This is an optimization exercise on Yosys and OpenROAD, whose aim is small area and a short achievable clock period, not a production implementation.
In this exercise RTL edits were held to simulation tests only and were not proved equivalent to the original.
Power and IR drop assume default switching activity.

--- flow/flow/run.sh ---
#!/bin/bash
# Layout flow: the standard flow (standard.sh) with changes to how it
# optimises, not to what it builds or measures:
#  * ADDER_MAP_FILE is cleared, so synthesis skips the full/half adder
#    extraction and ABC maps the adders' logic together with the rest;
#  * port buffers are plain buffers (buf_2) rather than delay cells.
# Each make step writes its own log under orfs/logs/; the make output itself
# goes to standard.log here.
set -euo pipefail
export BUFFER_PORTS_ARGS="-buffer_cell sky130_fd_sc_hd__buf_2"
bash standard.sh ADDER_MAP_FILE= SETUP_SLACK_MARGIN=6.3 TNS_END_PERCENT=30 \
  "BUFFER_PORTS_ARGS=$BUFFER_PORTS_ARGS" finish > standard.log 2>&1
--- flow/config.mk ---
export PLATFORM = sky130hd
export DESIGN_NAME = pipeline
export DESIGN_NICKNAME = pipeline
export VERILOG_FILES = /design/flow/design.v
export SDC_FILE = /design/flow/constraint.sdc
export NUM_CORES = 4
export LEC_CHECK = 0
export CAP_MARGIN = 20
export CORE_MARGIN = 2
export CORE_UTILIZATION = 40
export SLEW_MARGIN = 20
--- flow/standard.sh ---
#!/bin/bash
# synth_recipe.tcl (not shown) runs the flow's synth.tcl, then flattens the netlist and writes it again
# the make line also repeats each setting of config.mk as NAME=value (left out here)
make -C /OpenROAD-flow-scripts/flow DESIGN_CONFIG=/design/flow/config.mk WORK_HOME=/design/flow/orfs CLKGATE_MAP_FILE= SYNTH_SCRIPT=/design/flow/synth_recipe.tcl "${@:-finish}"
--- flow/design.v ---
module alu(
  input [31:0] rfa,
  input [31:0] rfb,
  input [31:0] ex_res,
  input [31:0] me_res,
  input [31:0] mem,
  input fa_ex, fa_me,
  input fb_ex, fb_me, fb_ld,
  input a_imm,
  input [31:0] a_oth,
  input b_imm,
  input [31:0] b_oth,
  input a_mem,
  input b_mem,
  input sub,         
  input sflip,       
  input op_sum,      
  input op_and,
  input op_or,
  input op_xor,
  input op_lt,
  input t_jump,
  input t_eq,
  input t_s0,
  input t_lt,
  input t_ge,
  output reg [31:0] result,
  output [31:0] vb,  
  output taken
);
  wire [31:0] va_r = fa_ex ? ex_res : fa_me ? me_res : rfa;
  wire [31:0] vb_r = fb_ex ? ex_res : fb_me ? me_res : rfb;
  assign vb = fb_ld ? mem : vb_r;
  wire [31:0] a_rest = a_imm ? a_oth : va_r;
  wire [31:0] b_rest = b_imm ? b_oth : vb_r;
  wire [31:0] a_val = a_mem ? mem : a_rest;
  wire [31:0] b_val = b_mem ? mem : b_rest;
  wire [31:0] bx = {32{sub}} ^ {sflip, 31'd0};
  wire [31:0] a_op = a_val ^ {sflip, 31'd0};
  wire [31:0] b_op = b_mem ? (mem ^ bx) : (b_rest ^ bx);
  wire [33:0] add = {1'b0, a_op, 1'b1} + {1'b0, b_op, sub};
  wire [31:0] sum = add[32:1];
  wire lt = ~add[33];
  wire [31:0] p = a_op ^ b_op;
  wire eq = &p;
  wire s0 = (p == {p[30:0] | (a_op[30:0] & b_op[30:0]), 1'b0});
  wire [31:0] lg = ({32{op_and}} & (a_val & b_val)) |
                   ({32{op_or}} & (a_val | b_val)) |
                   ({32{op_xor}} & (a_val ^ b_val));
  always @(*) begin
    if (op_sum) result = sum;
    else result = {lg[31:1], lg[0] | (op_lt & lt)};
  end
  assign taken = t_jump | (t_eq & eq) | (t_s0 & s0) | (t_lt & lt) |
                 (t_ge & ~lt);
endmodule
module pipeline(
  clk,
  resetn,
  o_instr_req_addr,
  o_instr_req_en,
  i_instr_res_data,
  o_mem_req_addr,
  o_mem_req_wr_data,
  o_mem_req_wr_en,
  o_mem_req_count,
  i_mem_res_rd_data,
  i_mem_res_code
);
  input clk;
  input resetn;
  output [31:0] o_instr_req_addr;
  output o_instr_req_en;
  input [31:0] i_instr_res_data;
  output [31:0] o_mem_req_addr;
  output [31:0] o_mem_req_wr_data;
  output o_mem_req_wr_en;
  output [1:0] o_mem_req_count;
  input [31:0] i_mem_res_rd_data;
  input [2:0] i_mem_res_code;
  wire rst = ~resetn;
  reg rst_q;
  assign o_instr_req_en = resetn;
  reg [31:0] f_pc;          
  reg [31:0] pcd;           
  reg [31:0] id_instr;
  reg [27:0] id_dec;        
  reg [31:0] id_pc;
  reg [31:0] hold_instr;    
  reg id_v;                 
  reg id_replay;            
  reg stall;                
  reg nx_in;                
  reg [4:0] alt_a, alt_b;   
  reg [31:0] id_rfa;        
  reg [31:0] id_rfb;        
  reg fa_ex, fa_me;         
  reg fb_ex, fb_me, fb_ld;  
  reg a_mem, b_mem;         
  reg [31:0] ex_res;        
  reg [31:0] ex_t;          
  reg ex_br;                
  reg ex_wr_alu, ex_wr_pc4, ex_wr_mem;
  reg [4:0] ex_rd;
  reg [1:0] ex_cnt;
  reg ex_we;
  reg [31:0] me_res;
  reg me_wr;
  reg me_ld;
  reg [4:0] me_rd;
  wire [31:0] o_pc = ex_br ? ex_t : rst_q ? 32'd0 : f_pc;
  assign o_instr_req_addr = o_pc;
  assign o_mem_req_addr = ex_res;
  assign o_mem_req_wr_data = ex_t;
  assign o_mem_req_wr_en = ex_we;
  assign o_mem_req_count = ex_cnt;
  wire [31:0] me_data = me_ld ? i_mem_res_rd_data : me_res;
  wire [32*32-1:0] rf_flat;
  assign rf_flat[31:0] = 32'd0;
  genvar g;
  generate
    for (g = 1; g < 32; g = g + 1) begin : rf
      reg [31:0] q;
      always @(posedge clk) begin
        if (rst_q | (me_wr && me_rd == g)) q <= rst_q ? 32'd0 : me_data;
      end
      assign rf_flat[g*32 +: 32] = q;
    end
  endgenerate
  wire [6:0] opc = id_instr[6:0];
  wire [2:0] f3 = id_instr[14:12];
  wire [6:0] f7 = id_instr[31:25];
  wire [4:0] rs1 = id_instr[19:15];
  wire [4:0] rs2 = id_instr[24:20];
  wire [4:0] rd = id_instr[11:7];
  wire is_r, is_i, is_ld, is_st, is_br, is_lui, is_auipc, is_jal, is_jalr;
  wire sub, sflip, op_sum, op_and, op_or, op_xor, op_lt, a_imm, b_imm;
  wire t_jump, t_eq, t_s0, t_lt, t_ge;
  wire s_apc, s_bi, s_bs, s_bu, s_b4;
  assign {is_r, is_i, is_ld, is_st, is_br, is_lui, is_auipc, is_jal, is_jalr,
          sub, sflip, op_sum, op_and, op_or, op_xor, op_lt, a_imm, b_imm,
          t_jump, t_eq, t_s0, t_lt, t_ge,
          s_apc, s_bi, s_bs, s_bu, s_b4} = id_dec;
  wire flush = rst | ex_br;
  wire ok = id_v & ~stall & ~flush;
  wire stall_nx;
  wire [31:0] nx_instr = id_replay ? hold_instr : i_instr_res_data;
  wire [6:0] nx_opc = nx_instr[6:0];
  function [27:0] decode;
    input [31:0] w;
    reg [6:0] o;
    reg [2:0] f;
    reg r, im, ld, st, br, lui, aui, jal, jalr, lo, lts, ltu, rsub;
    begin
      o = w[6:0];
      f = w[14:12];
      r = o == 7'b0110011;
      im = o == 7'b0010011;
      ld = o == 7'b0000011;
      st = o == 7'b0100011;
      br = o == 7'b1100011;
      lui = o == 7'b0110111;
      aui = o == 7'b0010111;
      jal = o == 7'b1101111;
      jalr = o == 7'b1100111;
      rsub = r & (w[31:25] == 7'b0100000) & (f == 3'd0);
      lo = (r & (w[31:25] == 7'd0)) | im;   
      lts = lo & (f == 3'd2);
      ltu = im & (f == 3'd3);
      decode = {r, im, ld, st, br, lui, aui, jal, jalr,
                rsub | lts | ltu | (br & (f[2:1] != 2'b01)),
                lts | (br & f[2] & (f != 3'd7)),
                ~((lo & ((f == 3'd7) | (f == 3'd6) | (f == 3'd4))) | lts | ltu),
                lo & (f == 3'd7),
                lo & (f == 3'd6),
                lo & (f == 3'd4),
                lts | ltu,
                lui | aui | jal | jalr,
                lui | aui | jal | jalr | im | ld | st,
                jal | jalr,
                br & (f[2:1] == 2'b00),
                br & (f[2:1] == 2'b01),
                br & ((f == 3'd4) | (f == 3'd6) | (f == 3'd7)),
                br & (f == 3'd5),
                aui | jalr,          
                im | ld,             
                st,                  
                lui | aui,           
                jalr};               
    end
  endfunction
  wire [27:0] nx_dec = decode(nx_instr);
  wire [27:0] nd = stall ? id_dec : nx_dec;
  wire nd_a_imm = nd[11];
  wire nd_b_imm = nd[10];
  wire [4:0] nx_rs1 = nx_instr[19:15];
  wire [4:0] nx_rs2 = nx_instr[24:20];
  wire [4:0] pa = nx_in ? i_instr_res_data[19:15] : alt_a;
  wire [4:0] pb = nx_in ? i_instr_res_data[24:20] : alt_b;
  reg [31:0] rf_a, rf_b;
  integer i;
  always @(*) begin
    rf_a = 32'd0;
    rf_b = 32'd0;
    for (i = 1; i < 32; i = i + 1) begin
      rf_a = rf_a | ({32{pa == i}} & rf_flat[i*32 +: 32]);
      rf_b = rf_b | ({32{pb == i}} & rf_flat[i*32 +: 32]);
    end
  end
  wire pa_me = (pa != 5'd0) & (pa == me_rd) & me_wr;
  wire pb_me = (pb != 5'd0) & (pb == me_rd) & me_wr;
  wire nx_reads_a = ~((nx_opc == 7'b0110111) | (nx_opc == 7'b0010111) |
                      (nx_opc == 7'b1101111) | (nx_opc == 7'b1100111));
  wire nx_reads_b = nx_reads_a & (nx_opc != 7'b0010011) &
                    (nx_opc != 7'b0000011);
  wire nx_haz = (nx_reads_a & (nx_rs1 != 5'd0) & (nx_rs1 == rd)) |
                (nx_reads_b & (nx_rs2 != 5'd0) & (nx_rs2 == rd));
  assign stall_nx = ok & is_ld & nx_haz;
  wire nx_wr_alu = ok & (is_r | is_i | is_lui | is_auipc);
  wire nx_me_wr = ~rst & (ex_wr_alu | ex_wr_pc4 | ex_wr_mem);
  wire na_ex = (pa != 5'd0) & (pa == rd) & nx_wr_alu;
  wire na_me = (pa != 5'd0) & (pa == ex_rd) & nx_me_wr;
  wire nb_ex = (pb != 5'd0) & (pb == rd) & nx_wr_alu;
  wire nb_me = (pb != 5'd0) & (pb == ex_rd) & nx_me_wr;
  wire [31:0] imm_i = {{20{id_instr[31]}}, id_instr[31:20]};
  wire [31:0] imm_s = {{20{id_instr[31]}}, id_instr[31:25], id_instr[11:7]};
  wire [31:0] imm_b = {{20{id_instr[7]}}, id_instr[7], id_instr[30:25],
                       id_instr[11:8], 1'b0};
  wire [31:0] imm_u = {id_instr[31:12], 12'd0};
  wire [31:0] imm_j = {id_instr[31], id_instr[19:12], id_instr[20],
                       id_instr[30:21], 12'd0};
  wire [31:0] target = id_pc + (is_br ? imm_b : is_jal ? imm_j : imm_i);
  wire [31:0] a_oth = {32{s_apc}} & id_pc;
  wire [31:0] b_oth = ({32{s_bi}} & imm_i) | ({32{s_bs}} & imm_s) |
                      ({32{s_bu}} & imm_u) | {29'd0, s_b4, 2'd0};
  wire [31:0] result;
  wire [31:0] vb;
  wire taken;
  alu u_alu(
    .rfa(id_rfa), .rfb(id_rfb), .ex_res(ex_res), .me_res(me_res),
    .mem(i_mem_res_rd_data),
    .fa_ex(fa_ex), .fa_me(fa_me),
    .fb_ex(fb_ex), .fb_me(fb_me), .fb_ld(fb_ld),
    .a_mem(a_mem), .b_mem(b_mem),
    .a_imm(a_imm), .a_oth(a_oth), .b_imm(b_imm), .b_oth(b_oth),
    .sub(sub), .sflip(sflip),
    .op_sum(op_sum),
    .op_and(op_and), .op_or(op_or), .op_xor(op_xor), .op_lt(op_lt),
    .t_jump(t_jump), .t_eq(t_eq), .t_s0(t_s0), .t_lt(t_lt), .t_ge(t_ge),
    .result(result), .vb(vb), .taken(taken)
  );
  reg [1:0] cnt;
  always @(*) begin
    cnt = 2'd0;
    if (is_ld) begin
      case (f3)
        3'd0, 3'd4: cnt = 2'd1;
        3'd1, 3'd5: cnt = 2'd2;
        3'd2: cnt = 2'd3;
        default: cnt = 2'd0;
      endcase
    end else if (is_st) begin
      case (f3)
        3'd0: cnt = 2'd1;
        3'd1: cnt = 2'd2;
        3'd2: cnt = 2'd3;
        default: cnt = 2'd0;
      endcase
    end
  end
  always @(posedge clk) begin
    rst_q <= rst;
    f_pc <= stall ? f_pc : o_pc + 32'd4;
    pcd <= o_pc;
    id_v <= ~flush;
    id_replay <= ~flush & stall;
    stall <= stall_nx;
    nx_in <= ~stall_nx & ~(~flush & stall);
    alt_a <= stall_nx ? pa : i_instr_res_data[19:15];
    alt_b <= stall_nx ? pb : i_instr_res_data[24:20];
    fa_ex <= na_ex;
    fa_me <= na_me;
    a_mem <= ~nd_a_imm & ~na_ex & na_me & ex_wr_mem;
    b_mem <= ~nd_b_imm & ~nb_ex & nb_me & ex_wr_mem;
    fb_ex <= nb_ex;
    fb_me <= nb_me;
    fb_ld <= ~nb_ex & nb_me & ex_wr_mem;
    hold_instr <= i_instr_res_data;
    id_rfa <= pa_me ? me_data : rst_q ? 32'd0 : rf_a;
    id_rfb <= pb_me ? me_data : rst_q ? 32'd0 : rf_b;
    if (~stall) begin
      id_instr <= nx_instr;
      id_dec <= nx_dec;
      id_pc <= id_replay ? pcd - 32'd4 : pcd;
    end
    ex_res <= result;
    ex_t <= is_st ? vb : target;
    ex_br <= ok & taken;
    ex_rd <= rd;
    ex_we <= is_st;
    ex_wr_alu <= nx_wr_alu;
    ex_wr_pc4 <= ok & is_jalr;
    ex_wr_mem <= ok & is_ld;
    ex_cnt <= ok ? cnt : 2'd0;
    me_res <= ex_res;
    me_wr <= nx_me_wr;
    me_ld <= ex_wr_mem;
    me_rd <= ex_rd;
  end
endmodule
--- flow/constraint.sdc ---
create_clock -name core_clock -period 10.5 [get_ports {clk}]
set_input_delay 2.1000 -clock core_clock [delete_from_list [all_inputs] [get_ports {clk}]]
set_output_delay 2.1000 -clock core_clock [all_outputs]
set_load 0.01 [all_outputs]
==> results.yml, run 1 <==
placement:
  hpwl_mm: 166
  port_buffers: 165
  gp_congestion: 1.01
  post-place-ws_ns: 4.54
layout:
  largest_register_ffs: 992
  syn2layout_area_growth_pct: 21.0
  final_util_pct: 48.6
  drive_above_1_share_pct: 21.7
  layout_common_cells: "1105 x edfxtp_1, 368 x a22o_1, 340 x a221oi_1, 297 x buf_4, 256 x nand2_1"
  regMostFlops: "rf.q"
  final_common_cell: "edfxtp_1"
  nNetsFinal: 5538
timing:
  fin_ws_ns: 6.10
  report.final.hold_viol_count: 0
  min_period_ns: 4.40
  layout_worst_path_cycle_share_pct: 41.9
  worst_clock_skew_ns: 0.0490
  max_freq_mhz: 227
  maxSlewHeadroom_pct: 11.2
  setup_viol: 0
  worst_pin_slew_ns: 1.33
  hold_ws_ns: 0.376
  tns_ns: 0
  drv_slew: 0
  rsz0062_at_grt: "yes"
synth:
  syn_area_um2: 63400
  synthFlopType: "edfxtp_1"
  yosysSeqAreaShare_pct: 60.8
  synth-seq-cells: 1372
  synth_edf_count: 1105
  ys_types: 91
  synthArstFlopShare_pct: 0
  synth_nets: 5212
  synthCells: 5143
  synth_area_per_cell_um2: 12.3
  yosys_warnings: 2
setup_path:
  crit_family: "buffers and inverters"
  path_cells: "buf_6 -> buf_6"
  cp-end-kind: "primary output"
  cp_common_cell: "buf_6"
  startpoint_type: "primary input"
  cp.arrival_ns: 2.30
  worstSetupPathType: "in -> out"
  ff2ff_setup_slack_ns: 6.20
  r2r-start: "id_dec[3]$_DFFE_PN_"
  cp.required_ns: 8.40
  crit_path_max_fanout: 2
  slowest_stage: "buf_6"
  r2r-end: "ex_br$_DFF_P_"
  reg2reg_depth: 14
  slowest_delay_ns: 0.11
  critPathBufInv: 2
hold_path:
  worstHoldStart: "ex_wr_mem$_DFF_P_"
  worstHoldPathCells: 0
  hold_path.class: "reg -> reg"
  hold_end: "me_ld$_DFF_P_"
global_route:
  grt_max_degree: 64
  grt_pass1_vias: 51600
  grt_first_pass_wirelength_mm: 411
  overflow: 0
  antenna_found_initial: 13
  grt.total_usage_pct: 36.2
die:
  core-area_um2: 158000
  floorplan.initialDensity_pct: 40.2
  placementRows: 146
  dieWidth_um: 402
  die_area_um2: 162000
  die_h_um: 402
  num_io_pins: 169
run:
  drv_cap: 0
clocking:
  clk_pin_slew_ns: 0.06
  clock_sinks: 1372
  clk_latency_ns: 0.84
  cts-root-buf: "clkbuf_16"
  clockBufferDepth: 3
  cts_tree: "built"
  h-tree-depth: 4
  cts_made_buffers: 143
routing:
  routedWlPerCell_um: 40.0
  antenna_left: 0
  drt-pass1-iter-count: 10
  drt-total-wl_mm: 307
  via_count: 56000
  vias_per_cell: 7.30
  drc: 0
  drtIter0Drc: 11400
pwr:
  power_w: 0.0150
  peakVddDrop_mv: 0.144
  powerDensity_nw_per_um2: 196
  cellLeakagePower_nw: 26.9
run_status:
  status: "timing/DRC/antenna clean"
## timing repair
action                     in CTS  in global routing
setup endpoints to repair     147                112
hold buffers                    0                  0
pin swaps                      73                 85
gates cloned                    3                  6
resized for setup             253                256
setup buffers                 121                 87
## per-stage QoR
step           cell area, um2  std cells
2_1_floorplan           63600       5143
3_3_place_gp            67600       7179
3_5_place_dp            67600       7179
4_1_cts                 74700       7568
5_1_grt                 76700       7663
6_report                76700       7667
## synth_stat cells, drive strengths merged, types with 82 or more instances
cell | n | area [um2]
xor2 | 96 | 841
edfxtp | 1105 | 33200
xnor2 | 145 | 1270
dfxtp | 267 | 5350
nand4 | 141 | 882
a22oi | 229 | 1720
nand3 | 82 | 415
a221oi | 363 | 3180
nor2 | 306 | 1150
a22o | 370 | 3240
clkbuf | 312 | 1170
mux2i | 134 | 1340
nand2 | 290 | 1090
o21ai | 271 | 1360
a21oi | 171 | 856
## worst max-delay path by stage
stage / endpoint / startpoint / cells past startpoint
2_1_floorplan: ex_res[31]$_DFF_P_ / i_mem_res_rd_data[1] / 14
3_3_place_gp: id_rfa[29]$_DFF_P_ / i_instr_res_data[16] / 12
3_5_place_dp: id_rfa[29]$_DFF_P_ / i_instr_res_data[17] / 10
4_1_cts: o_instr_req_en / resetn / 2
5_1_grt: o_instr_req_addr[26] / rst_q$_DFF_P_ / 6
6_report: o_instr_req_en / resetn / 2
## routing by layer
| metal | vias to the layer above | track usage, % | wire length [um] |
|---|---|---|---|
| met5 | - | 0.981 | 322 |
| met4 | 18 | 25.9 | 29500 |
| met3 | 1829 | 14.6 | 48400 |
| met2 | 5808 | 52.6 | 127000 |
| met1 | 26800 | 43.5 | 101000 |
| li1 | 21500 | - | - |
## cells by family after synthesis
kind of cell	after synthesis	synth area share [%]
xor gates and xnor gates	241	3.33
AOI/OAI and AO/OA	1798	21.5
and+or+nand+nor	1067	8.16
buffers and inverters	450	2.73
adders and majority gates	43	0.679
muxes	172	2.79
DFF	1372	60.8
## final cells by class
| cell class | count | area [um2] |
|---|---|---|
| Fill cell | 13800 | 81100 |
| Sequential cell | 1372 | 38600 |
| Multi-Input combinational cell | 3324 | 25900 |
| Timing Repair Buffer | 556 | 4600 |
| Clock buffer | 179 | 3840 |
| Tap cell | 2072 | 2590 |
| Clock inverter | 86 | 960 |
| Inverter | 72 | 295 |
| Antenna cell | 6 | 15.0 |
## where the power goes
group	leakage [nW]	internal (W)	switching, W
sequential	13.7	0.00697	0.000601
combinational	10.8	0.000687	0.00155
clock	2.33	0.00290	0.00233
total	26.9	0.0105	0.00448
==> inputs of run 2 (changes only) <==
--- a/flow/flow/run.sh
+++ b/flow/flow/run.sh
@@ -10,3 +10,3 @@
 export BUFFER_PORTS_ARGS="-buffer_cell sky130_fd_sc_hd__buf_2"
-bash standard.sh ADDER_MAP_FILE= SETUP_SLACK_MARGIN=6.3 TNS_END_PERCENT=30 \
+bash standard.sh ADDER_MAP_FILE= SETUP_SLACK_MARGIN=6.1 TNS_END_PERCENT=30 \
   "BUFFER_PORTS_ARGS=$BUFFER_PORTS_ARGS" finish > standard.log 2>&1
==> run 2 against run 1 <==
Compared with the run above: still clean; clock skew down 0.015 ns; hold slack better by 0.0070 ns; flip-flop and latch count unchanged.
==> results.yml, run 2 <==
synth:
  synthTopCellsByArea: "edfxtp_1 52%, dfxtp_1 8.4%, a22o_1 5.1%, a221oi_1 5.0%, a22oi_1 2.7%"
  synthArstFlopShare_pct: 0
  synth-seq-cells: 1372
  yosysMostFrequentCell: "edfxtp_1"
  yosys_warnings: 2
  synth_nets: 5212
  yosysTopAreaCell: "edfxtp_1"
  synth_edf_count: 1105
  syn_area_um2: 63400
  synthTopCellsByCount: "1105 x edfxtp_1, 370 x a22o_1, 363 x a221oi_1, 311 x clkbuf_1, 306 x nor2_1"
  netlist.area_leader.share_pct: 52.3
  ys_types: 91
  synthFlopType: "edfxtp_1"
  yosysSeqAreaShare_pct: 60.8
  synth_area_per_cell_um2: 12.3
  synthCells: 5143
layout:
  final_common_cell: "edfxtp_1"
  largest_register_ffs: 992
  drive_above_1_share_pct: 19.0
  syn2layout_area_growth_pct: 18.0
  layout_common_cells: "1105 x edfxtp_1, 370 x a22o_1, 357 x a221oi_1, 280 x buf_4, 261 x nand2_1"
  nNetsFinal: 5459
  regMostFlops: "rf.q"
  fill_cells: 13900
pwr:
  peakVddDrop_mv: 0.138
  cellLeakagePower_nw: 26.1
  powerDensity_nw_per_um2: 199
  power_w: 0.0149
die:
  dieWidth_um: 402
  floorplan.initialDensity_pct: 40.2
  die_h_um: 402
  core-area_um2: 158000
  die_area_um2: 162000
  placementRows: 146
  num_io_pins: 169
timing:
  report.final.hold_viol_count: 0
  max_freq_mhz: 212
  setup_viol: 0
  maxSlewHeadroom_pct: 6.45
  tns_ns: 0
  min_period_ns: 4.71
  drv_slew: 0
  worst_clock_skew_ns: 0.0344
  layout_worst_path_cycle_share_pct: 44.9
  worst_pin_slew_ns: 1.40
  rsz0062_at_grt: "yes"
global_route:
  overflow: 0
  grt.total_usage_pct: 35.3
  grt_pass1_vias: 50800
  grt_first_pass_wirelength_mm: 401
  antenna_found_initial: 13
  grt_max_degree: 65
setup_path:
  worstSetupPathType: "in -> reg"
  slowest_delay_ns: 0.99
  crit_path_max_fanout: 18
  cp-end-kind: "flip-flop"
  critPathBufInv: 3
  crit_family: "compound AO/OA/AOI/OAI gates"
  startpoint_type: "primary input"
  cp.arrival_ns: 5.34
  cp.required_ns: 11.13
  slowest_stage: "o311ai_1"
  cp_common_cell: "buf_4"
  path_cells: "buf_2 -> mux2_2 -> nand2_2 -> nor2_4 -> buf_4 -> buf_4 -> a22oi_1 -> nand4_1 -> o311ai_1 -> o21ai_0"
routing:
  drc: 0
  via_count: 54600
  routedWlPerCell_um: 39.2
  antenna_left: 0
  drt-total-wl_mm: 297
  drtIter0Drc: 11600
  drt-pass1-iter-count: 12
  vias_per_cell: 7.20
placement:
  hpwl_mm: 167
  port_buffers: 165
  gp_congestion: 0.997
clocking:
  clk_pin_slew_ns: 0.06
  cts-root-buf: "clkbuf_16"
  cts_hold_buf: 0
  clk_latency_ns: 0.82
  clock_sinks: 1372
  cts_tree: "built"
  cts_made_buffers: 142
  clockBufferDepth: 3
  h-tree-depth: 4
hold_path:
  hold_path.class: "reg -> reg"
run_status:
  status: "timing/DRC/antenna clean"
run:
  drv_cap: 0
-- run 2: cell count changes in the layout (fill, tap and decap cells not counted), sizes merged --
cell    before  now
a221o        7    6
a211o        8    7
inv         78   76
nand2      290  291
bufinv      10   14
clkbuf     189  179
clkinv      62   56
buf        544  477
bufbuf       2    0
-- run 2: final timing paths --
check	startpoint	endpoint	slack, ns	cells past startpoint
worst min register to register	ex_wr_mem$_DFF_P_	me_ld$_DFF_P_	0.38	0
worst max register to register	id_dec[11]$_DFF_P_	ex_res[31]$_DFF_P_	6.14	16
worst min-delay path	ex_wr_mem$_DFF_P_	me_ld$_DFF_P_	0.38	0
worst max-delay path	i_instr_res_data[18]	id_rfa[4]$_DFF_P_	5.79	10
-- run 2: stage by stage --
stage          hold slack (ns)  utilization [%]  cell area (um2)  cells  worst slack (ns)
3_5_place_dp             0.373             42.9            67700   7189              4.51
3_3_place_gp             0.374             42.9            67700   7189              4.47
4_1_cts                  0.385             46.7            73700   7518              5.96
5_1_grt                  0.393             47.4            74800   7580              5.85
2_1_floorplan            0.343                -            63600   5143              5.65
6_report                 0.383             47.4            74800   7583              5.79
-- run 2: cell families after synthesis --
| kind of cell | after synthesis | share of synthesized area (%) |
|---|---|---|
| and+or+nand+nor | 1067 | 8.16 |
| xor gates and xnor gates | 241 | 3.33 |
| buffers and inverters | 450 | 2.73 |
| adders and majority gates | 43 | 0.679 |
| muxes | 172 | 2.79 |
| AOI/OAI and AO/OA | 1798 | 21.5 |
| DFF | 1372 | 60.8 |
-- run 2: cell type report --
type | instances | area [um2] | share of cell area, %
inverter | 72 | 295 | 0.395
antenna | 6 | 15.0 | 0.0201
timing repair buffer | 479 | 3410 | 4.55
multi-input combinational | 3323 | 25200 | 33.7
clock buffer | 177 | 3880 | 5.19
tap | 2072 | 2590 | 3.47
sequential | 1372 | 38500 | 51.5
clock inverter | 82 | 876 | 1.17
-- run 2: timing repair --
item / 4_1_cts / 5_1_grt
pin swaps: 40 / 42
gates resized for setup: 125 / 149
cloned: 0 / 2
setup buffers: 70 / 57
endpoints found under the setup margin: 139 / 96
hold endpoints to repair: 0 / 0
-- run 2: metal layers --
metal | vias to the layer above | track usage, % | wire length [um]
li1 | 21300 | - | -
met1 | 26200 | 41.9 | 99600
met2 | 5444 | 52.3 | 126000
met3 | 1592 | 14.5 | 45800
met4 | 18 | 23.7 | 25800
met5 | - | 1.22 | 460
-- run 2: power breakdown --
part           switching, W  internal, W  total, W
clock network       0.00224      0.00299   0.00523
registers          0.000599      0.00697   0.00757
logic               0.00149     0.000631   0.00212
total               0.00433       0.0106    0.0149
==> inputs of run 3 (changes only) <==
--- a/flow/flow/run.sh
+++ b/flow/flow/run.sh
@@ -10,3 +10,3 @@
 export BUFFER_PORTS_ARGS="-buffer_cell sky130_fd_sc_hd__buf_2"
-bash standard.sh ADDER_MAP_FILE= SETUP_SLACK_MARGIN=6.1 TNS_END_PERCENT=30 \
+bash standard.sh ADDER_MAP_FILE= SETUP_SLACK_MARGIN=6.3 TNS_END_PERCENT=10 \
   "BUFFER_PORTS_ARGS=$BUFFER_PORTS_ARGS" finish > standard.log 2>&1
==> run 3 against run 2 <==
Compared with the run above: largest power group unchanged; largest cell class unchanged; area after synthesis unchanged; cell area up 1.1%; wire length up 2.5%; utilization up 0.52 points; flip-flop and latch count unchanged; critical path type unchanged; sequential share of layout area down 0.54 points.
==> results.yml, run 3 <==
run_status:
  status: "timing/DRC/antenna clean"
setup_path:
  worstSetupPathType: "in -> reg"
  cp.arrival_ns: 5.09
  cp.required_ns: 11.14
  startpoint_type: "primary input"
  cp-end-kind: "flip-flop"
  crit_path_max_fanout: 17
  r2r-start: "id_dec[24]$_DFFE_PN_"
  startpoint: "i_instr_res_data[15]"
layout:
  nNetsFinal: 5476
  multiInputGateArea_um2: 25500
  largest_register_ffs: 992
  regArea_um2: 38600
  drive_above_1_share_pct: 20.0
  regMostFlops: "rf.q"
  layout_common_cells: "1105 x edfxtp_1, 368 x a22o_1, 347 x a221oi_1, 261 x buf_4"
  postLayoutCellArea_um2: 75600
  fill_cells: 13800
  instances_no_fill: 7609
  syn2layout_area_growth_pct: 19.3
  final_common_cell: "edfxtp_1"
timing:
  fin_ws_ns: 6.05
  min_period_ns: 4.45
  layout_worst_path_cycle_share_pct: 42.4
  worst_clock_skew_ns: 0.0530
  maxSlewHeadroom_pct: 12.6
  rsz0062_at_grt: "yes"
  tns_ns: 0
  worst_pin_slew_ns: 1.31
  setup_viol: 0
  report.final.hold_viol_count: 0
  max_freq_mhz: 224
  drv_slew: 0
synth:
  synth_nets: 5212
  netlist.area_leader.share_pct: 52.3
  synthFlopType: "edfxtp_1"
  synthTopCellsByCount: "1105 x edfxtp_1, 370 x a22o_1, 363 x a221oi_1, 311 x clkbuf_1, 306 x nor2_1"
  yosysMostFrequentCell: "edfxtp_1"
  synthArstFlopShare_pct: 0
  syn_area_um2: 63400
  yosysSeqAreaShare_pct: 60.8
  yosys_warnings: 2
  synth_area_per_cell_um2: 12.3
  synth-seq-cells: 1372
  synth_edf_count: 1105
  synthTopCellsByArea: "edfxtp_1 52%, dfxtp_1 8.4%, a22o_1 5.1%, a221oi_1 5.0%, a22oi_1 2.7%"
  ys_types: 91
  synthCells: 5143
  yosysTopAreaCell: "edfxtp_1"
pwr:
  cellLeakagePower_nw: 26.4
  powerDensity_nw_per_um2: 198
  peakVddDrop_mv: 0.144
  switching_share_pct: 29.8
  comb_power_share_pct: 14.4
  power.internal_w: 0.0105
  power_frac_clock_pct: 35.0
  p_switching_w: 0.00445
  seq_power_share_pct: 50.6
global_route:
  grt_first_pass_wirelength_mm: 410
  grt_max_degree: 64
  antenna_found_initial: 17
  grt.total_usage_pct: 36.2
  grt_pass1_vias: 51300
  overflow: 0
placement:
  gp_congestion: 1.01
  placedCellCount: 7179
  hpwl_mm: 166
  post-place-ws_ns: 4.54
  placed_cell_area_um2: 67600
  port_buffers: 165
routing:
  drc: 0
  routedWlPerCell_um: 40.0
  via_count: 55800
  drt-total-wl_mm: 305
  drtIter0Drc: 11700
  vias_per_cell: 7.33
  drt-pass1-iter-count: 17
  antenna_left: 0
clocking:
  clk_latency_ns: 0.84
  cts_hold_buf: 0
  cts_tree: "built"
  clk_pin_slew_ns: 0.06
  clockBufferDepth: 3
  clock_sinks: 1372
  cts-root-buf: "clkbuf_16"
  h-tree-depth: 4
  cts_made_buffers: 143
die:
  die_area_um2: 162000
  core-area_um2: 158000
  placementRows: 146
  num_io_pins: 169
  floorplan.initialDensity_pct: 40.2
  die_h_um: 402
  dieWidth_um: 402
hold_path:
  hold_path.class: "reg -> reg"
  worstHoldStart: "ex_wr_mem$_DFF_P_"
run:
  drv_cap: 0
run 3: path summary, 6_finish.rpt:
path	slack, ns	to	cells past startpoint
setup / recovery	6.05	id_rfa[24]$_DFF_P_	12
hold / removal	0.37	me_ld$_DFF_P_	0
setup reg to reg	6.17	ex_br$_DFF_P_	14
hold reg to reg	0.37	me_ld$_DFF_P_	0
run 3: per-layer routing:
| metal | wire length, um | up-vias | global-route usage [%] |
|---|---|---|---|
| li1 | - | 21400 | - |
| met3 | 47300 | 1789 | 14.9 |
| met1 | 102000 | 26900 | 43.3 |
| met5 | 356 | - | 0.119 |
| met2 | 126000 | 5678 | 52.6 |
| met4 | 29100 | 28 | 25.6 |
run 3: critical path: stages:
cell and delay [ns]:
buf_2 0.14, mux2i_2 0.29, nor2_1 0.15, nand2_2 0.20, nor2_4 0.04, buf_4 0.27
buf_4 0.35, a22o_1 0.26, a221oi_1 0.20, nand4_1 0.18, o311ai_4 0.61, o21ai_0 0.23
run 3: power groups by stage:
stage,clock network [W],registers (W),logic [W]
after CTS,0.00524,0.00751,0.00198
after detailed placement,0,0.00763,0.00189
after floorplan,0,0.00742,0.00103
final,0.00523,0.00756,0.00216
after global placement,0,0.00762,0.00187
after global routing,0.00544,0.00761,0.00221
run 3: stage by stage:
step                power [W]  hold slack [ns]  util, %
floorplan             0.00845            0.343        -
global placement      0.00949            0.366     42.9
detailed placement    0.00951            0.368     42.9
CTS                    0.0147            0.377     47.1
global route           0.0153            0.399     47.9
finish                 0.0150            0.374     47.9
run 3: repair_timing:
item                                    CTS  global route
endpoints found under the setup margin  147           116
pin swaps                                50            58
gates resized for setup                 188           191
setup buffers                           102            50
cloned                                    3             0
run 3: layout make-up:
cell class | instances | share of cell area [%]
flip-flops and latches | 1372 | 51.0
multi-input cells | 3322 | 33.7
repair buffers | 496 | 5.12
clock buffers | 179 | 5.07
well taps | 2072 | 3.43
clock inverters | 86 | 1.27
inverters | 72 | 0.384
diodes | 10 | 0.0331
run 3: kinds of logic (layout without fill, tap and decap cells):
kind of cell | after synthesis | count (layout) | synth area share [%]
compound gates | 1798 | 1798 | 21.5
xor+xnor | 241 | 241 | 3.33
fa+ha+maj | 43 | 43 | 0.679
buf+inv | 450 | 833 | 2.73
flops | 1372 | 1372 | 60.8
mux | 172 | 172 | 2.79
other cells | 0 | 10 | 0
simple gates | 1067 | 1068 | 8.16
==> inputs of run 4 (changes only) <==
--- a/flow/design.v
+++ b/flow/design.v
@@ -40,5 +40,26 @@
   wire [31:0] b_op = b_mem ? (mem ^ bx) : (b_rest ^ bx);
-  wire [33:0] add = {1'b0, a_op, 1'b1} + {1'b0, b_op, sub};
-  wire [31:0] sum = add[32:1];
-  wire lt = ~add[33];
+  wire [31:0] pg_p = a_op ^ b_op;
+  wire [31:0] pg_g = a_op & b_op;
+  wire [31:0] gp [0:5];
+  wire [31:0] pp [0:5];
+  assign gp[0] = {pg_g[31:1], pg_g[0] | (pg_p[0] & sub)};
+  assign pp[0] = pg_p;
+  genvar l, k;
+  generate
+    for (l = 0; l < 5; l = l + 1) begin : lv
+      for (k = 0; k < 32; k = k + 1) begin : bt
+        if (k & (1 << l)) begin
+          assign gp[l+1][k] = gp[l][k] |
+                              (pp[l][k] & gp[l][(k >> l << l) - 1]);
+          assign pp[l+1][k] = pp[l][k] & pp[l][(k >> l << l) - 1];
+        end else begin
+          assign gp[l+1][k] = gp[l][k];
+          assign pp[l+1][k] = pp[l][k];
+        end
+      end
+    end
+  endgenerate
+  wire [31:0] cy = {gp[5][30:0], sub};
+  wire [31:0] sum = pg_p ^ cy;
+  wire lt = ~gp[5][31];
   wire [31:0] p = a_op ^ b_op;
--- a/flow/flow/run.sh
+++ b/flow/flow/run.sh
@@ -10,3 +10,3 @@
 export BUFFER_PORTS_ARGS="-buffer_cell sky130_fd_sc_hd__buf_2"
-bash standard.sh ADDER_MAP_FILE= SETUP_SLACK_MARGIN=6.3 TNS_END_PERCENT=10 \
+bash standard.sh ADDER_MAP_FILE= SETUP_SLACK_MARGIN=6.3 TNS_END_PERCENT=30 \
   "BUFFER_PORTS_ARGS=$BUFFER_PORTS_ARGS" finish > standard.log 2>&1
==> run 4 against run 3 <==
Compared with the run above: non-clock buffer count is 39 higher; area after synthesis is 1.8% higher; global-route usage is 0.56 points higher; critical path depth shrank 10; clock-buffer cell count down 8; clock power rose by 7.3%; critical path type is now in -> out.
==> results.yml, run 4 <==
run_status:
  status: "timing/DRC/antenna clean"
setup_path:
  critPathBufInv: 2
  r2r-start: "fb_me$_DFF_P_"
  r2r-end: "ex_br$_DFF_P_"
  cp.required_ns: 8.40
  crit_path_max_fanout: 2
  crit_family: "buffers and inverters"
  slowest_delay_ns: 0.11
  path_cells: "buf_8 -> buf_6"
  slowest_stage: "buf_6"
  reg2reg_depth: 10
  cp.arrival_ns: 2.30
  cp-end-kind: "primary output"
  worstSetupPathType: "in -> out"
  ff2ff_setup_slack_ns: 6.20
  startpoint_type: "primary input"
clocking:
  cts-root-buf: "clkbuf_16"
  clock_sinks: 1372
  h-tree-depth: 4
  clockBufferDepth: 3
  clk_latency_ns: 0.83
  cts_tree: "built"
  cts_made_buffers: 143
  cts_hold_buf: 0
  clk_pin_slew_ns: 0.06
global_route:
  grt_max_degree: 103
  antenna_found_initial: 34
  grt_first_pass_wirelength_mm: 419
  grt.total_usage_pct: 36.7
  overflow: 0
  grt_pass1_vias: 52100
run:
  drv_cap: 0
routing:
  drt-pass1-iter-count: 17
  drc: 0
  via_count: 57300
  antenna_left: 0
  drt-total-wl_mm: 314
  routedWlPerCell_um: 39.7
  drtIter0Drc: 12100
  vias_per_cell: 7.24
synth:
  yosysSeqAreaShare_pct: 59.7
  yosysTopAreaCell: "edfxtp_1"
  synthTopCellsByCount: "1105 x edfxtp_1, 411 x a22oi_1, 303 x clkbuf_1, 288 x nor2_1, 281 x a22o_1"
  synth_edf_count: 1105
  ys_types: 111
  synthTopCellsByArea: "edfxtp_1 51%, dfxtp_1 8.3%, a22oi_1 4.8%, a22o_1 3.8%, a221oi_1 3.7%"
  yosys_warnings: 2
  syn_area_um2: 64500
  synth-seq-cells: 1372
  yosysMostFrequentCell: "edfxtp_1"
  synth_nets: 5408
  synthFlopType: "edfxtp_1"
  synthArstFlopShare_pct: 0
  netlist.area_leader.share_pct: 51.4
  synth_area_per_cell_um2: 12.1
  synthCells: 5339
layout:
  layout_common_cells: "1105 x edfxtp_1, 392 x a22oi_1, 301 x buf_4, 277 x a22o_1, 265 x a221oi_1"
  drive_above_1_share_pct: 20.7
  syn2layout_area_growth_pct: 19.9
  final_common_cell: "edfxtp_1"
  regMostFlops: "rf.q"
  nNetsFinal: 5688
  largest_register_ffs: 992
  postLayoutCellArea_um2: 77300
placement:
  placed_cell_area_um2: 68800
  gp_congestion: 1.05
  hpwl_mm: 178
  port_buffers: 165
  post-place-ws_ns: 4.54
timing:
  max_freq_mhz: 227
  report.final.hold_viol_count: 0
  fin_ws_ns: 6.10
  rsz0062_at_grt: "yes"
  setup_viol: 0
  worst_pin_slew_ns: 1.27
  worst_clock_skew_ns: 0.0870
  maxSlewHeadroom_pct: 14.2
  min_period_ns: 4.40
  drv_slew: 0
  layout_worst_path_cycle_share_pct: 41.9
  tns_ns: 0
pwr:
  powerDensity_nw_per_um2: 198
  peakVddDrop_mv: 0.165
  cellLeakagePower_nw: 27.2
hold_path:
  hold_end: "me_ld$_DFF_P_"
  worstHoldPathCells: 0
  hold_path.class: "reg -> reg"
  worstHoldStart: "ex_wr_mem$_DFF_P_"
die:
  floorplan.initialDensity_pct: 40.2
  die_h_um: 406
  placementRows: 147
  core-area_um2: 160000
  die_area_um2: 165000
  dieWidth_um: 406
  num_io_pins: 169
[run 4: cell count changes after synthesis, sizes merged, moves of 23 or more]
cell	change
or3	+55
a22o	-89
a22oi	+183
nand3	+57
buf	+31
a31oi	+23
a21oi	-23
nor3	+69
o311ai	-31
a221oi	-91
[run 4: kinds of logic (layout without fill, tap and decap cells)]
kind of cell | count (synthesis) | count (layout) | share of synthesized area [%]
and+or+nand+nor | 1248 | 1248 | 9.83
muxes | 169 | 169 | 2.71
other | 0 | 15 | 0
buffers and inverters | 470 | 868 | 2.87
adders and majority gates | 21 | 21 | 0.330
AOI/OAI and AO/OA | 1828 | 1828 | 21.3
xor gates and xnor gates | 231 | 231 | 3.21
DFF | 1372 | 1372 | 59.7
[run 4: worst max-delay path by stage]
stage | from | to | slack [ns] | cells past startpoint
floorplan | i_mem_res_rd_data[18] | ex_br$_DFF_P_ | 5.89 | 10
global placement | i_instr_res_data[20] | id_rfb[2]$_DFF_P_ | 4.55 | 10
detailed placement | i_instr_res_data[20] | id_rfb[2]$_DFF_P_ | 4.54 | 10
CTS | id_instr[7]$_DFFE_PN_ | ex_t[30]$_DFF_P_ | 6.07 | 12
global route | id_instr[23]$_DFFE_PN_ | ex_res[25]$_DFF_P_ | 6.08 | 13
finish | resetn | o_instr_req_en | 6.10 | 2
[run 4: timing repair]
item                                    4_1_cts  5_1_grt
endpoints found under the hold margin         0        0
endpoints found under the setup margin      133      134
cloned                                        1        3
setup buffers                                99       73
pin swaps                                    65       72
resized for setup                           157      212
[run 4: power by group]
part	switching (W)	internal (W)
clock network	0.00235	0.00326
logic	0.00155	0.000696
registers	0.000576	0.00689
[run 4: per-stage QoR]
| stage | hold WS [ns] | utilization (%) | cells | total power [W] |
|---|---|---|---|---|
| 2_1_floorplan | 0.346 | - | 5339 | 0.00834 |
| 3_5_place_dp | 0.378 | 42.9 | 7458 | 0.00943 |
| 5_1_grt | 0.398 | 48.2 | 7899 | 0.0156 |
| 3_3_place_gp | 0.384 | 42.9 | 7458 | 0.00941 |
| 4_1_cts | 0.393 | 47.2 | 7821 | 0.0150 |
| 6_report | 0.381 | 48.2 | 7912 | 0.0153 |
[run 4: layout make-up]
| class | instances | area (um2) |
|---|---|---|
| Timing Repair Buffer | 535 | 4190 |
| Clock buffer | 171 | 3830 |
| Antenna cell | 15 | 37.5 |
| Multi-Input combinational cell | 3497 | 26400 |
| Clock inverter | 92 | 1400 |
| Inverter | 70 | 280 |
| Tap cell | 2160 | 2700 |
| Fill cell | 14100 | 83000 |
| Sequential cell | 1372 | 38500 |
[run 4: worst register-to-register path: stages (launching register included)]
cell	delay, ns
dfxtp_2	0.32
buf_6	0.40
mux2i_2	0.80
nor3_1	0.10
or4_4	0.55
xor2_2	0.18
o21ai_2	0.09
or4_4	0.51
nor3_1	0.88
a21oi_1	0.17
a31oi_1	0.19
[run 4: routing by layer]
layer | wire length, um | part of all wire, % | track usage, %
met4 | 29300 | 9.3 | 26.6
met5 | 487 | 0.16 | 0.595
met3 | 50000 | 16 | 15.4
met2 | 130000 | 41 | 53.3
met1 | 104000 | 33 | 43.6

afterwards: timing with drivers on the ports:
No port has a modelled driver above. Below, the same layouts with a new extraction and two added sets of constraints. Step 1 (the two cells are an assumption about what drives the block):
set clk [get_ports {clk}]
set_driving_cell -lib_cell sky130_fd_sc_hd__clkbuf_16 $clk
set_driving_cell -lib_cell sky130_fd_sc_hd__buf_2 [delete_from_list [all_inputs] $clk]
Step 2 moves the port delays by t, midway between the first and last clock arrival at a register: inputs arrive t later, outputs are due t later. That takes back most of the time a late clock gives input paths. a / b / c = no drivers / after step 1 / after step 2; a / b = the first two.
run	shift t [ns]	setup slack, ns	hold WS [ns]	slew at the worst register clock pin (ns)	pins driven straight from the clock port
run 1	0.897	6.098 / 6.058 / 5.219	0.376 / 0.376 / 0.376	0.07 / 0.07	1
run 2	0.880	5.789 / 5.853 / 4.973	0.383 / 0.383 / 0.383	0.07 / 0.07	1
run 3	0.901	6.045 / 6.043 / 5.207	0.374 / 0.374 / 0.374	0.07 / 0.07	1
run 4	0.877	6.097 / 6.059 / 5.203	0.381 / 0.381 / 0.381	0.07 / 0.07	1
After both steps every run listed still meets setup and hold. For run 4, which loses most, drivers alone change the setup slack by -0.038 ns; drivers and shift together by -0.894 ns.
